Context: an optimization exercise on an open-source flow, tuned for small area, a short achievable clock period and few clock cycles. The choices shown serve that exercise and are no tape-out recipe. RTL that was checked went through simulation tests only; none was proved equivalent to the original.

==> inputs of maple <==
==> flow/design.v (excerpt) <==
module lmfe_top (
	clk,
	reset,
	Din,
	in_en,
	busy,
	out_valid,
	Dout,
	sram_a,
	sram_d,
	sram_cen,
	sram_wen,
	sram_q
);
==> module lmfe_med49, before the edit <==
module lmfe_med49 (
	clk,
	INS,
	PIX,
	TR,
	INIT,
	PRE,
	ZF,
	MED
);
input			clk;
input	[7:0]	INS;
input	[7:0]	PIX;	 
input	[2:0]	TR;		 
input			INIT;	 
input			PRE;	 
input			ZF;		 
output	[7:0]	MED;	 
reg		[7:0]	slot [0:55];
reg		[55:0]	flag;
reg		[5:0]	Z;		 
reg		[4:0]	L;		 
reg		[5:0]	C0A, C0B, C1A, C1B;	 
reg				sel;	 
reg				d7;
reg		[5:0]	mb;		 
integer			p;
reg		[6:0]	ins_rot;
always @ * begin
	case (TR)
		3'd0: ins_rot = {INS[5:0], INS[6]};
		3'd1: ins_rot = {INS[4:0], INS[6:5]};
		3'd2: ins_rot = {INS[3:0], INS[6:4]};
		3'd3: ins_rot = {INS[2:0], INS[6:3]};
		3'd4: ins_rot = {INS[1:0], INS[6:2]};
		3'd5: ins_rot = {INS[0], INS[6:1]};
		default: ins_rot = INS[6:0];
	endcase
end
wire			init = INIT;
wire	[5:0]	CA = sel ? C0A : C1A;
wire	[5:0]	CB = sel ? C0B : C1B;
wire	[6:0]	s = {2'd0, L} + {1'd0, CA} + {1'd0, CB};
wire			dec0 = (s >= 7'd25);	 
reg		[2:0]	znew, zold;
always @ * begin
	znew = {2'd0, ~PIX[7]};
	for (p = 0; p < 5; p = p + 1)
		znew = znew + {2'd0, ~slot[p][7]};
	zold = 3'd0;
	for (p = 47; p < 54; p = p + 1)
		zold = zold + {2'd0, ~slot[p][7]};
end
wire	[5:0]	zpn = Z + {3'd0, znew} - {3'd0, zold};
reg		[5:0]	ZP;
reg				lt25, lt24;		 
wire	[5:0]	zn = ZP + {5'd0, ~slot[0][7]};
wire			d7n = slot[0][7] ? lt25 : lt24;	 
reg		[56:0]	x0, x1;
always @ * begin
	for (p = 0; p < 56; p = p + 1) begin
		x0[p] = ~slot[p][5] & ((flag[p] & ~slot[p][6]) | ((p < 48) & init & ~slot[p][7]));
		x1[p] = ~slot[p][5] & ((flag[p] & slot[p][6]) | ((p < 48) & init & slot[p][7]));
	end
	x0[56] = init & ~PIX[7] & ~PIX[6];
	x1[56] = init & PIX[7] & ~PIX[6];
end
wire	[5:0]	n0A, n0B, n1A, n1B;
lmfe_popc57 i_pc0 (.x(x0), .A(n0A), .B(n0B));
lmfe_popc57 i_pc1 (.x(x1), .A(n1A), .B(n1B));
assign MED = {d7, mb, ~dec0};
always @ (posedge clk) begin
	slot[0] <= {INS[7], ins_rot};
	for (p = 0; p < 55; p = p + 1)
		slot[p+1] <= {slot[p][7], slot[p][5:0], slot[p][6]};
	mb <= {mb[4:0], ~dec0};
	C0A <= n0A;
	C0B <= n0B;
	C1A <= n1A;
	C1B <= n1B;
	sel <= init ? ~d7n : dec0;
	if (init) begin
		flag[0] <= (PIX[7] == d7n);
		for (p = 0; p < 48; p = p + 1)
			flag[p+1] <= (slot[p][7] == d7n);
		for (p = 48; p < 55; p = p + 1)
			flag[p+1] <= 1'b0;
		d7 <= d7n;
		L  <= d7n ? zn[4:0] : 5'd0;
	end else begin
		flag[0] <= 1'b0;
		for (p = 0; p < 55; p = p + 1)
			flag[p+1] <= flag[p] & (slot[p][6] ^ dec0) & ~PRE;
		if (!dec0) L <= s[4:0];
	end
	ZP <= zpn;
	lt25 <= (zpn < 6'd25);
	lt24 <= (zpn < 6'd24);
	if (ZF)
		Z <= 6'd49;
	else if (init)
		Z <= zn;
end
endmodule
Settings: LEC_CHECK=0, CAP_MARGIN=20, CORE_MARGIN=2, CORE_UTILIZATION=40, PLACE_DENSITY=0.55, SETUP_SLACK_MARGIN=5, SLEW_MARGIN=20; clock period 10.0 ns.
run.sh (not shown) runs the stock make flow with config.mk's settings and CLKGATE_MAP_FILE= SYNTH_SCRIPT=/design/flow/synth_recipe.tcl, a recipe that flattens the netlist after the stock synthesis.
==> pepper: changes against maple <==
--- a/flow/design.v
+++ b/flow/design.v
@@ -41,18 +41,20 @@
 wire	[5:0]	CA = sel ? C0A : C1A;
 wire	[5:0]	CB = sel ? C0B : C1B;
 wire	[6:0]	s = {2'd0, L} + {1'd0, CA} + {1'd0, CB};
-wire			dec0 = (s >= 7'd25);	 
+wire	[6:0]	s0 = {2'd0, L} + {1'd0, C0A} + {1'd0, C0B};
+wire	[6:0]	s1 = {2'd0, L} + {1'd0, C1A} + {1'd0, C1B};
+wire			dec0 = sel ? (s0 >= 7'd25) : (s1 >= 7'd25);	 
 reg		[2:0]	znew, zold;
 always @ * begin
-	znew = {2'd0, ~PIX[7]};
-	for (p = 0; p < 5; p = p + 1)
+	znew = 3'd0;
+	for (p = 0; p < 4; p = p + 1)
 		znew = znew + {2'd0, ~slot[p][7]};
 	zold = 3'd0;
-	for (p = 47; p < 54; p = p + 1)
+	for (p = 46; p < 53; p = p + 1)
 		zold = zold + {2'd0, ~slot[p][7]};
 end
-wire	[5:0]	zpn = Z + {3'd0, znew} - {3'd0, zold};
-reg		[5:0]	ZP;
+reg		[5:0]	Z4, ZP;
+wire	[5:0]	zpn = Z4 + {5'd0, ~slot[0][7]} + {5'd0, ~PIX[7]};
 reg				lt25, lt24;		 
 wire	[5:0]	zn = ZP + {5'd0, ~slot[0][7]};
 wire			d7n = slot[0][7] ? lt25 : lt24;	 
@@ -93,6 +95,7 @@
 			flag[p+1] <= flag[p] & (slot[p][6] ^ dec0) & ~PRE;
 		if (!dec0) L <= s[4:0];
 	end
+	Z4 <= Z + {3'd0, znew} - {3'd0, zold};
 	ZP <= zpn;
 	lt25 <= (zpn < 6'd25);
 	lt24 <= (zpn < 6'd24);
==> flow/flow/run.sh (new file) <==
#!/bin/bash
set -euo pipefail
bash standard.sh SETUP_SLACK_MARGIN=6.5 finish > standard.log 2>&1
==> flow/standard.sh (new file) <==
#!/bin/bash
# synth_recipe.tcl (not shown) runs the flow's synth.tcl, then flattens the netlist and writes it again
# the make line also repeats each setting of config.mk as NAME=value (left out here)
make -C /OpenROAD-flow-scripts/flow DESIGN_CONFIG=/design/flow/config.mk WORK_HOME=/design/flow/orfs CLKGATE_MAP_FILE= SYNTH_SCRIPT=/design/flow/synth_recipe.tcl "${@:-finish}"
- CTS_CLUSTER_DIAMETER: default -> 60
- CTS_CLUSTER_SIZE: default -> 24
- SETUP_SLACK_MARGIN: 5 -> default
removed: flow/run.sh
==> results.toml <==
[routing]
drtIter0Drc = 667

[logic_synthesis]
synth_fp_nets = 2100
yosysUniqueCellTypes = 66

[cts]
cts-resized-gates = 67

[status]
outcome = "timing/DRC/antenna clean"

[layout]
multi_input_area_share_pct = 35.09
final-clk-cell-share_pct = 5.914
multiInputGateArea_um2 = 9094
layout_common_cells = "dfxtp_1 (538), nand2_1 (191), inv_1 (165)"
the above is filed under pepper

==> results.toml <==
[status]
outcome = "timing/DRC/antenna clean"

[layout]
multiInputGateArea_um2 = 7702
layout_common_cells = "dfxtp_1 (535), inv_1 (196), fa_1 (109)"
final-clk-cell-share_pct = 9.020
multi_input_area_share_pct = 31.25

[routing]
drtIter0Drc = 550

[cts]
cts-resized-gates = 6

[sta]
timing.slew.headroom_pct = 44.46
worstMarginPinSlew_ns = 0.8260
period_share_pct = 48.54

[logic_synthesis]
yosysUniqueCellTypes = 67
the above is filed under maple

No run of this note included a check of the RTL's function; only the layout flow was run.

---

==> run G: inputs <==
lmfe_top, a different RTL version from the one above (not shown whole).
clock: 10.0 ns
lec_check: 0
abc_clock_period_in_ps: 5000
cap_margin: 20
core_margin: 2
core_utilization: 22
place_density: 0.3
setup_slack_margin: 4
slew_margin: 20
Stock flow here: none of the scripts above is used.
==> run D (differences from run G) <==
Settings changed: ABC_CLOCK_PERIOD_IN_PS 5000 to not set, SETUP_SLACK_MARGIN 4 to not set.
==> qor summary <==
| metric | run G | run D |
|---|---|---|
| Maximum fanout count along the critical path | 5 | 19 |
| Run status | timing/DRC/antenna clean | timing/DRC/antenna clean |
| Routed length on met1 | 21,300 microns | 19,600 microns |
| Clk_skew | 0.0162 ns | 0.0262 ns |
| Number of standard cells in the layout, taps in and fillers out | 2,750 | 2,698 |
| Sequential fraction of total cell area | 0.481 | 0.513 |
| Slew margin rel. | 0.322 | 0.363 |
| Count of clock buffers in the final design | 94 | 87 |
| Global-route wire length before repair | 69,600 microns | 64,600 microns |
| Detailed-route wire length per cell | 16.2 microns | 15.0 microns |
| Detailed route wirelength on metal3 | 1450 microns | 1630 microns |
| Layout clock area frac | 0.0901 | 0.0960 |
| Post-CTS Repair Setup Buffers | 33 | 0 |
Testbench counts of run G, summed over its fixed seeds: cycles 706,620.
Testbench counts of run D, summed over its fixed seeds: cycles 706,620.

---

==> inputs of run a <==
Another version of the RTL of lmfe_top (not shown whole).
==> flow/design.v (excerpt) <==
module lmfe_top (
	clk,
	reset,
	Din,
	in_en,
	busy,
	out_valid,
	Dout,
	sram_a,
	sram_d,
	sram_cen,
	sram_wen,
	sram_q
);
input			clk;
input			reset;
input	[7:0]	Din;
input			in_en;
output			busy;
output			out_valid;
output	[7:0]	Dout;
output	[9:0]	sram_a;
output	[7:0]	sram_d;
output			sram_cen;
output			sram_wen;
input	[7:0]	sram_q;
wire	[7:0]	ins;
wire	[7:0]	pix;
wire	[2:0]	tr;
wire			init;
wire			pre;
wire			pre2;
wire			zforce;
wire	[7:0]	med;
lmfe_filter_ctrl i_lmfe_filter_ctrl (
	.clk	(clk),
	.RST	(reset),
	.IEN	(in_en),
	.DIN	(Din),
	.Q		(sram_q),
	.MED	(med),
	.A		(sram_a),
	.D		(sram_d),
	.CEN	(sram_cen),
	.WEN	(sram_wen),
	.INS	(ins),
	.PIX	(pix),
	.TR		(tr),
	.INIT	(init),
	.PRE	(pre),
	.PRE2	(pre2),
	.ZF		(zforce),
	.DOUT	(Dout),
	.OV		(out_valid),
	.BZ		(busy)
);
lmfe_med49 i_lmfe_med49 (
	.clk	(clk),
	.INS	(ins),
	.PIX	(pix),
	.TR		(tr),
	.INIT	(init),
	.PRE	(pre),
	.PRE2	(pre2),
	.ZF		(zforce),
	.MED	(med)
);
endmodule
==> flow/config.mk <==
export PLATFORM = sky130hd
export DESIGN_NAME = lmfe_top
export DESIGN_NICKNAME = lmfe_top
export VERILOG_FILES = /design/flow/design.v
export SDC_FILE = /design/flow/constraint.sdc
export NUM_CORES = 4
export LEC_CHECK = 0
export CAP_MARGIN = 20
export CORE_MARGIN = 2
export CORE_UTILIZATION = 55
export CTS_CLUSTER_DIAMETER = 60
export CTS_CLUSTER_SIZE = 24
export PLACE_DENSITY = 0.7
export SLEW_MARGIN = 20
==> flow/constraint.sdc <==
create_clock -name core_clock -period 10.0 [get_ports {clk}]
set_input_delay 2.0000 -clock core_clock [delete_from_list [all_inputs] [get_ports {clk}]]
set_output_delay 2.0000 -clock core_clock [all_outputs]
set_load 0.01 [all_outputs]
standard.sh (not shown) runs the stock make flow with config.mk's settings and CLKGATE_MAP_FILE= SYNTH_SCRIPT=/design/flow/synth_recipe.tcl, a recipe that flattens the netlist after the stock synthesis.
==> flow/flow/run.sh <==
#!/bin/bash
set -euo pipefail
bash standard.sh SETUP_SLACK_MARGIN=6.8 finish > standard.log 2>&1
==> run b (differences from run a) <==
==> flow/flow/run.sh (replaced) <==
#!/bin/bash
set -euo pipefail
bash standard.sh SETUP_SLACK_MARGIN=6.6 finish > standard.log 2>&1
==> run c (differences from run a) <==
==> flow/flow/run.sh (replaced) <==
#!/bin/bash
set -euo pipefail
bash standard.sh SETUP_SLACK_MARGIN=6.2 finish > standard.log 2>&1
==> summary.txt <==
- Utilization: run b is lower than run a (1.6 points).
- First-iteration DRC count: run b is larger than run c (2.8%).
- Register-to-register slack, highest first: run b, run a, run c.
- Non-clock buffer count: run a is higher than run c (59).
- The lowest hold slack belongs to run a, the highest to run b.
- In die area, run a and run b do not differ.
==> figures <==
item                                                                     run a                            run c                          run b
Status                                                timing/DRC/antenna clean         timing/DRC/antenna clean       timing/DRC/antenna clean
Starting DRT DRC Count                                                     870                              940                            966
Post-CTS setup buffer count                                                 45                                2                             24
Critical-path cell with the highest stage delay          sky130_fd_sc_hd__fa_2           sky130_fd_sc_hd__inv_1          sky130_fd_sc_hd__fa_1
Vias after detailed routing                                              13644                            13024                          13274
Capture point of the critical path               i_lmfe_med49.flag[24]$_DFF_P_      i_lmfe_med49.T03[2]$_DFF_P_  i_lmfe_med49.flag[25]$_DFF_P_
R2r startpoint                                     i_lmfe_med49.T11[4]$_DFF_P_  i_lmfe_filter_ctrl.INIT$_DFF_P_    i_lmfe_med49.T10[5]$_DFF_P_
Routed length on met2                                            22300 microns                    20000 microns                  20900 microns
Met1 Track Usage GR                                                      30.1%                            28.5%                          29.6%
Non-Filler Instances                                                      2571                             2508                           2535
Multi-input combinational cell count                                      1063                             1064                           1064
Vias per std cell                                                         5.31                             5.19                           5.24
Layout clock buffer count                                                   44                               43                             44
Testbench counts of run a, summed over its fixed seeds: cycles 706,620.
Testbench counts of run b, summed over its fixed seeds: cycles 706,620.
Testbench counts of run c, summed over its fixed seeds: cycles 706,620.

==> port drivers added, routing unchanged <==
No port has a modelled driver above. Below, the same layouts with a new extraction and two added sets of constraints. Step 1 (the two cells are an assumption about what drives the block):
set clk [get_ports {clk}]
set_driving_cell -lib_cell sky130_fd_sc_hd__clkbuf_16 $clk
set_driving_cell -lib_cell sky130_fd_sc_hd__buf_2 [delete_from_list [all_inputs] $clk]
Step 2 adds t to the input delays and takes it off the output delays; t is the mean of the earliest and latest rising clock arrival at the registers after step 1. Input paths then give back, and output paths get back, about the clock's delay inside the block. a / b / c = ideal ports / drivers / drivers and shift; a / b = the first two.
| run | t, ns | setup WS [ns] | clock arrival spread, ns | worst slew at a driven data input, ns |
|---|---|---|---|---|
| maple | 0.655 | 5.146 / 5.146 / 5.146 | 0.022 / 0.021 | 0.04 |
| pepper | 0.633 | 5.780 / 5.780 / 5.780 | 0.026 / 0.025 | 0.04 |
| run G | 0.665 | 2.928 / 2.928 / 2.805 | 0.019 / 0.019 | 0.06 |
| run D | 0.638 | 1.601 / 1.601 / 1.601 | 0.028 / 0.028 | 0.05 |
| run a | 0.637 | 6.439 / 6.439 / 6.249 | 0.029 / 0.029 | 0.05 |
| run b | 0.625 | 6.553 / 6.553 / 6.163 | 0.022 / 0.021 | 0.04 |
| run c | 0.626 | 6.253 / 6.253 / 6.157 | 0.036 / 0.036 | 0.04 |
After both steps every run listed still meets setup and hold. For run b, which loses most, drivers alone change the setup slack by 0.000 ns; drivers and shift together by -0.390 ns.
